Source: an optimization exercise on an open RTL-to-GDS flow (aim: small area). Production flows keep margins and buffers that such runs may drop. The RTL was checked by simulation tests, not by an equivalence proof against the original design. Power figures rest on the tool's default switching activity, not on a simulated workload. The clock port is modelled as an ideal driver; clocking choices that lean on that would not hold on a real chip.

==> flow/design.v <==
`timescale 1ns/1ps
module sp_fa (input a, input b, input c, output s, output co);
    assign s  = a ^ b ^ c;
    assign co = (a & b) | (c & (a | b));
endmodule
module sp_maj (input a, input b, input c, output y);
    assign y = (a & b) | (c & (a | b));
endmodule
module sp_add12 (input [11:0] a, input [11:0] b, input cin, output [12:0] s);
    wire [11:0] c;
    assign c[0] = cin;
    genvar i;
    generate
        for (i = 0; i < 11; i = i + 1) begin : g_bit
            sp_fa u_fa (.a(a[i]), .b(b[i]), .c(c[i]), .s(s[i]), .co(c[i+1]));
        end
    endgenerate
    sp_fa u_msb (.a(a[11]), .b(b[11]), .c(c[11]), .s(s[11]), .co(s[12]));
endmodule
module sp_add11 (input [11:1] a, input [11:1] b, input cin, output [12:1] s);
    wire [11:1] c;
    assign c[1] = cin;
    genvar i;
    generate
        for (i = 1; i < 11; i = i + 1) begin : g_bit
            sp_fa u_fa (.a(a[i]), .b(b[i]), .c(c[i]), .s(s[i]), .co(c[i+1]));
        end
    endgenerate
    sp_fa u_msb (.a(a[11]), .b(b[11]), .c(c[11]), .s(s[11]), .co(s[12]));
endmodule
module sp_carry12 (input [12:1] a, input [12:1] b, input cin, output co);
    wire [12:1] c;
    assign c[1] = cin;
    genvar i;
    generate
        for (i = 1; i < 12; i = i + 1) begin : g_bit
            sp_maj u_maj (.a(a[i]), .b(b[i]), .c(c[i]), .y(c[i+1]));
        end
    endgenerate
    sp_maj u_msb (.a(a[12]), .b(b[12]), .c(c[12]), .y(co));
endmodule
module sp_top (
    input             clk,
    input             rst_n,
    input             vsync,
    input             hsync,
    input      [11:0] data_i,
    output     [11:0] data_o,
    output            en_o
);
    localparam W  = 40;
    localparam N  = 4 * W + 6;             
    localparam NI = 2 * W + 2;             
    reg [11:0] d [0:N-1];
    integer k;
    always @(posedge clk) begin
        d[0] <= data_i;
        for (k = 1; k < N; k = k + 1)
            d[k] <= (k == NI) ? ~d[k-1] : d[k-1];
    end
    wire [11:0] win [0:2][-2:2][-2:2];
    genvar gs, gy, gx;
    generate
        for (gs = 0; gs < 3; gs = gs + 1) begin : g_st
            for (gy = -2; gy <= 2; gy = gy + 1) begin : g_ty
                for (gx = -2; gx <= 2; gx = gx + 1) begin : g_tx
                    localparam integer P = 2 * W + 1 + gs - W * gy - gx;
                    if (P < 0) begin : g_in
                        assign win[gs][gy][gx] = data_i;
                    end else begin : g_reg
                        assign win[gs][gy][gx] = d[P];
                    end
                end
            end
        end
    endgenerate
    function integer pdy;                  
        input integer j;
        case (j)
        0: pdy = 0;  1: pdy = 0;  2: pdy = -2; 3: pdy = -1;
        4: pdy = -2; 5: pdy = -1; 6: pdy = -2; default: pdy = -1;
        endcase
    endfunction
    function integer pdx;                  
        input integer j;
        case (j)
        0: pdx = -2; 1: pdx = -1; 2: pdx = 0;  3: pdx = 0;
        4: pdx = 2;  5: pdx = 1;  6: pdx = -2; default: pdx = -1;
        endcase
    endfunction
    reg  [7:0] le_b;                       
    genvar gj, gb;
    generate
        for (gj = 0; gj < 8; gj = gj + 1) begin : g_sa
            localparam integer DY = pdy(gj);
            localparam integer DX = pdx(gj);
            wire [11:0] fi = win[0][DY][DX];
            wire [11:0] s  = win[0][-DY][-DX];
            wire [12:0] c;
            assign c[1] = fi[0] | s[0];
            for (gb = 1; gb < 12; gb = gb + 1) begin : g_bit
                sp_maj u_maj (.a(fi[gb]), .b(s[gb]), .c(c[gb]), .y(c[gb+1]));
            end
            always @(posedge clk)
                le_b[gj] <= c[12];
        end
    endgenerate
    wire [11:0] ad [0:7];                  
    generate
        for (gj = 0; gj < 8; gj = gj + 1) begin : g_sb
            localparam integer DY = pdy(gj);
            localparam integer DX = pdx(gj);
            wire [12:0] r;
            sp_add12 u_sub (.a(win[1][DY][DX]), .b(win[1][-DY][-DX]), .cin(le_b[gj]), .s(r));
            assign ad[gj] = r[11:0] ^ {12{~le_b[gj]}};
        end
    endgenerate
    wire [12:0] gh, gd, gz, gvn;
    wire [11:0] a2n = ~ad[2], a3n = ~ad[3];
    assign gh[0]  = ad[0][0] ^ ad[1][0];
    assign gd[0]  = ad[4][0] ^ ad[5][0];
    assign gz[0]  = ad[6][0] ^ ad[7][0];
    assign gvn[0] = ~(a2n[0] ^ a3n[0]);
    sp_add11 u_gh (.a(ad[0][11:1]), .b(ad[1][11:1]), .cin(ad[0][0] & ad[1][0]), .s(gh[12:1]));
    sp_add11 u_gv (.a(a2n[11:1]),   .b(a3n[11:1]),   .cin(a2n[0] | a3n[0]),     .s(gvn[12:1]));
    sp_add11 u_gd (.a(ad[4][11:1]), .b(ad[5][11:1]), .cin(ad[4][0] & ad[5][0]), .s(gd[12:1]));
    sp_add11 u_gz (.a(ad[6][11:1]), .b(ad[7][11:1]), .cin(ad[6][0] & ad[7][0]), .s(gz[12:1]));
    wire [12:0] gdn = ~gd, gzn = ~gz;
    wire v_h, d_h, z_h, d_vn, z_vn, z_d;
    sp_carry12 u_vh (.a(gh[12:1]), .b(gvn[12:1]), .cin(gh[0] & gvn[0]), .co(v_h));
    sp_carry12 u_dh (.a(gh[12:1]), .b(gdn[12:1]), .cin(gh[0] & gdn[0]), .co(d_h));
    sp_carry12 u_zh (.a(gh[12:1]), .b(gzn[12:1]), .cin(gh[0] & gzn[0]), .co(z_h));
    sp_carry12 u_dv (.a(gd[12:1]), .b(gvn[12:1]), .cin(gd[0] | gvn[0]), .co(d_vn));
    sp_carry12 u_zv (.a(gz[12:1]), .b(gvn[12:1]), .cin(gz[0] | gvn[0]), .co(z_vn));
    sp_carry12 u_zd (.a(gd[12:1]), .b(gzn[12:1]), .cin(gd[0] & gzn[0]), .co(z_d));
    wire d_v = ~d_vn, z_v = ~z_vn;
    wire sel_v = v_h & ~d_v & ~z_v;
    wire sel_d = d_h & d_v & ~z_d;
    wire sel_z = z_h & z_v & z_d;
    wire [1:0] dir_b = {sel_d | sel_z, sel_v | sel_z};
    reg  [1:0]  dir_c;                     
    reg  [11:0] qn_c;                      
    always @(posedge clk) begin
        dir_c <= dir_b;
        case (dir_b)
        2'd0: qn_c <= ~ad[1];
        2'd1: qn_c <= a3n;
        2'd2: qn_c <= ~ad[5];
        default: qn_c <= ~ad[7];
        endcase
    end
    reg [11:0] p1n, p2;                    
    always @(*) begin
        case (dir_c)
        2'd0: begin p1n = win[2][0][-2];  p2 = win[2][0][2];   end
        2'd1: begin p1n = win[2][-2][0];  p2 = win[2][2][0];   end
        2'd2: begin p1n = win[2][-2][2];  p2 = win[2][2][-2];  end
        default: begin p1n = win[2][-2][-2]; p2 = win[2][2][2]; end
        endcase
    end
    wire [11:0] p2n = ~p2;
    wire [11:0] sn, cn;
    assign cn[0]  = p1n[0] & p2n[0];
    assign sn[11] = 1'b1;
    generate
        for (gb = 0; gb < 11; gb = gb + 1) begin : g_csa
            sp_fa u_fa (.a(p1n[gb+1]), .b(p2n[gb+1]), .c(qn_c[gb+1]), .s(sn[gb]), .co(cn[gb+1]));
        end
    endgenerate
    wire [12:0] en13;
    sp_add12 u_e (.a(sn), .b(cn), .cin(qn_c[0]), .s(en13));
    wire [12:0] e13   = ~en13;
    wire [11:0] cn_   = win[2][0][0];      
    wire        c_lo  = (cn_ == 12'd4095);
    wire        c_hi  = (cn_ == 12'd0);
    wire        e_big = e13 > 13'd680;
    wire        e_sml = e13 < 13'd3415;
    wire [11:0] e_n   = e13[12] ? 12'd0 : en13[11:0];    
    reg        busy;
    reg [5:0]  rowc;
    reg [5:0]  col;
    always @(posedge clk or negedge rst_n) begin
        if (!rst_n)
            busy <= 1'b0;
        else if (!busy)
            busy <= vsync & hsync;
        else if (rowc == 6'd32 && col == 6'd39)
            busy <= 1'b0;
    end
    always @(posedge clk) begin
        if (!busy) begin
            rowc <= 6'd0;
            col  <= 6'd37;
        end else if (col == 6'd39) begin
            rowc <= rowc + 6'd1;
            col  <= 6'd0;
        end else
            col  <= col + 6'd1;
    end
    wire filt = (rowc >= 6'd5 && rowc <= 6'd30 && col >= 6'd2 && col <= 6'd36) ||
                (rowc == 6'd30 && col == 6'd37);
    assign en_o   = busy && rowc >= 6'd3;
    assign data_o = ~((filt && ((c_lo && e_big) || (c_hi && e_sml))) ? e_n : cn_);
endmodule
Settings: LEC_CHECK=0, CAP_MARGIN=20, CORE_MARGIN=2, CORE_UTILIZATION=70, PLACE_DENSITY=0.85, SLEW_MARGIN=20, SYNTH_HIERARCHICAL=1, SYNTH_MINIMUM_KEEP_SIZE=0; clock period 10.0 ns.
standard.sh (not shown) runs the stock make flow with config.mk's settings and CLKGATE_MAP_FILE= SYNTH_SCRIPT=/design/flow/synth_recipe.tcl, a recipe that flattens the netlist after the stock synthesis.
==> flow/flow/run.sh <==
#!/bin/bash
# Layout flow: the standard ORFS flow (standard.sh), with three changes
# made through ORFS's own variables and step hooks:
#  - clock tree: sinks clustered 32 to a clkbuf_16, no dummy loads;
#  - port buffers: buf_1 instead of ORFS's default choice;
#  - after floorplan, majority gates that synthesis sized _2 go back to _1
#    (repair steps later upsize whatever timing needs).
# Each tool's output stays in orfs/logs; make's output goes to flow_make.log.
set -euo pipefail
W=$(pwd)
export CTS_ARGS="-sink_clustering_enable -repair_clock_nets -dont_use_dummy_load -sink_clustering_size 32 -sink_clustering_max_diameter 100 -buf_list sky130_fd_sc_hd__clkbuf_16"
export BUFFER_PORTS_ARGS="-buffer_cell sky130_fd_sc_hd__buf_1"
export POST_FLOORPLAN_TCL="$W/flow/post_floorplan.tcl"
bash standard.sh > "$W/flow_make.log" 2>&1
==> flow/flow/post_floorplan.tcl <==
# Downsize cells that synthesis picked a larger drive for than needed;
# later repair steps size up any that timing needs.
set swaps {sky130_fd_sc_hd__maj3_2 sky130_fd_sc_hd__maj3_1}
set db [ord::get_db]
set n 0
foreach inst [[ord::get_db_block] getInsts] {
  set m [[$inst getMaster] getName]
  if {[dict exists $swaps $m]} {
    $inst swapMaster [$db findMaster [dict get $swaps $m]]
    incr n
  }
}
puts "post_floorplan: downsized $n cells"
Edit:
--- a/flow/design.v
+++ b/flow/design.v
@@ -45,7 +45,7 @@
     input             vsync,
     input             hsync,
     input      [11:0] data_i,
-    output     [11:0] data_o,
+    output reg [11:0] data_o,
     output            en_o
 );
     localparam W  = 40;
@@ -190,15 +190,16 @@
     always @(posedge clk) begin
         if (!busy) begin
             rowc <= 6'd0;
-            col  <= 6'd37;
+            col  <= 6'd36;
         end else if (col == 6'd39) begin
             rowc <= rowc + 6'd1;
             col  <= 6'd0;
         end else
             col  <= col + 6'd1;
     end
-    wire filt = (rowc >= 6'd5 && rowc <= 6'd30 && col >= 6'd2 && col <= 6'd36) ||
-                (rowc == 6'd30 && col == 6'd37);
-    assign en_o   = busy && rowc >= 6'd3;
-    assign data_o = ~((filt && ((c_lo && e_big) || (c_hi && e_sml))) ? e_n : cn_);
-endmodule
+    wire filt = (rowc >= 6'd5 && rowc <= 6'd30 && col >= 6'd1 && col <= 6'd35) ||
+                (rowc == 6'd30 && col == 6'd36);
+    assign en_o = busy && rowc >= 6'd3;
+    always @(posedge clk)
+        data_o <= ~((filt && ((c_lo && e_big) || (c_hi && e_sml))) ? e_n : cn_);
+endmodule
Count of clock-buffer cells in the layout does not change.
Total power climbs slightly.
Setup slack improves by 1100 ps.
Clock power stays flat.
Core utilization hardly moves.
Maximum frequency came out higher by roughly a tenth.
Non-clock buffer count is lower by 4.
Cell area hardly moves.
Register-to-register slack improved by 70 ps.
Die area came out higher slightly.
Combinational power barely changes.
Via count decreases slightly.
Synthesized area climbs slightly.
Worst hold slack barely changes.

re-timing with driven ports:
No port has a modelled driver above. Below, the same layouts with a new extraction and two added sets of constraints. Step 1, drivers: a clkbuf_16 drives clk and a buf_2 each remaining input, both assumed. Step 2 moves the port delays by t, midway between the first and last clock arrival at a register: inputs arrive t later, outputs are due t later. That takes back most of the time a late clock gives input paths. Slacks: no drivers / after step 1 / after step 2; pairs: no drivers / after step 1.
| run | t, ns | setup slack, ns | worst setup path at the end | worst slew at a driven data input, ns | cell pins on the clock port's net |
|---|---|---|---|---|---|
| the first run | 0.686 | 0.227 / 0.165 / 0.851 | register to output | 0.07 | 1 |
| the second run | 0.707 | 1.286 / 1.286 / 1.286 | register to register | 0.07 | 1 |
After both steps setup and hold are still met in every run listed.
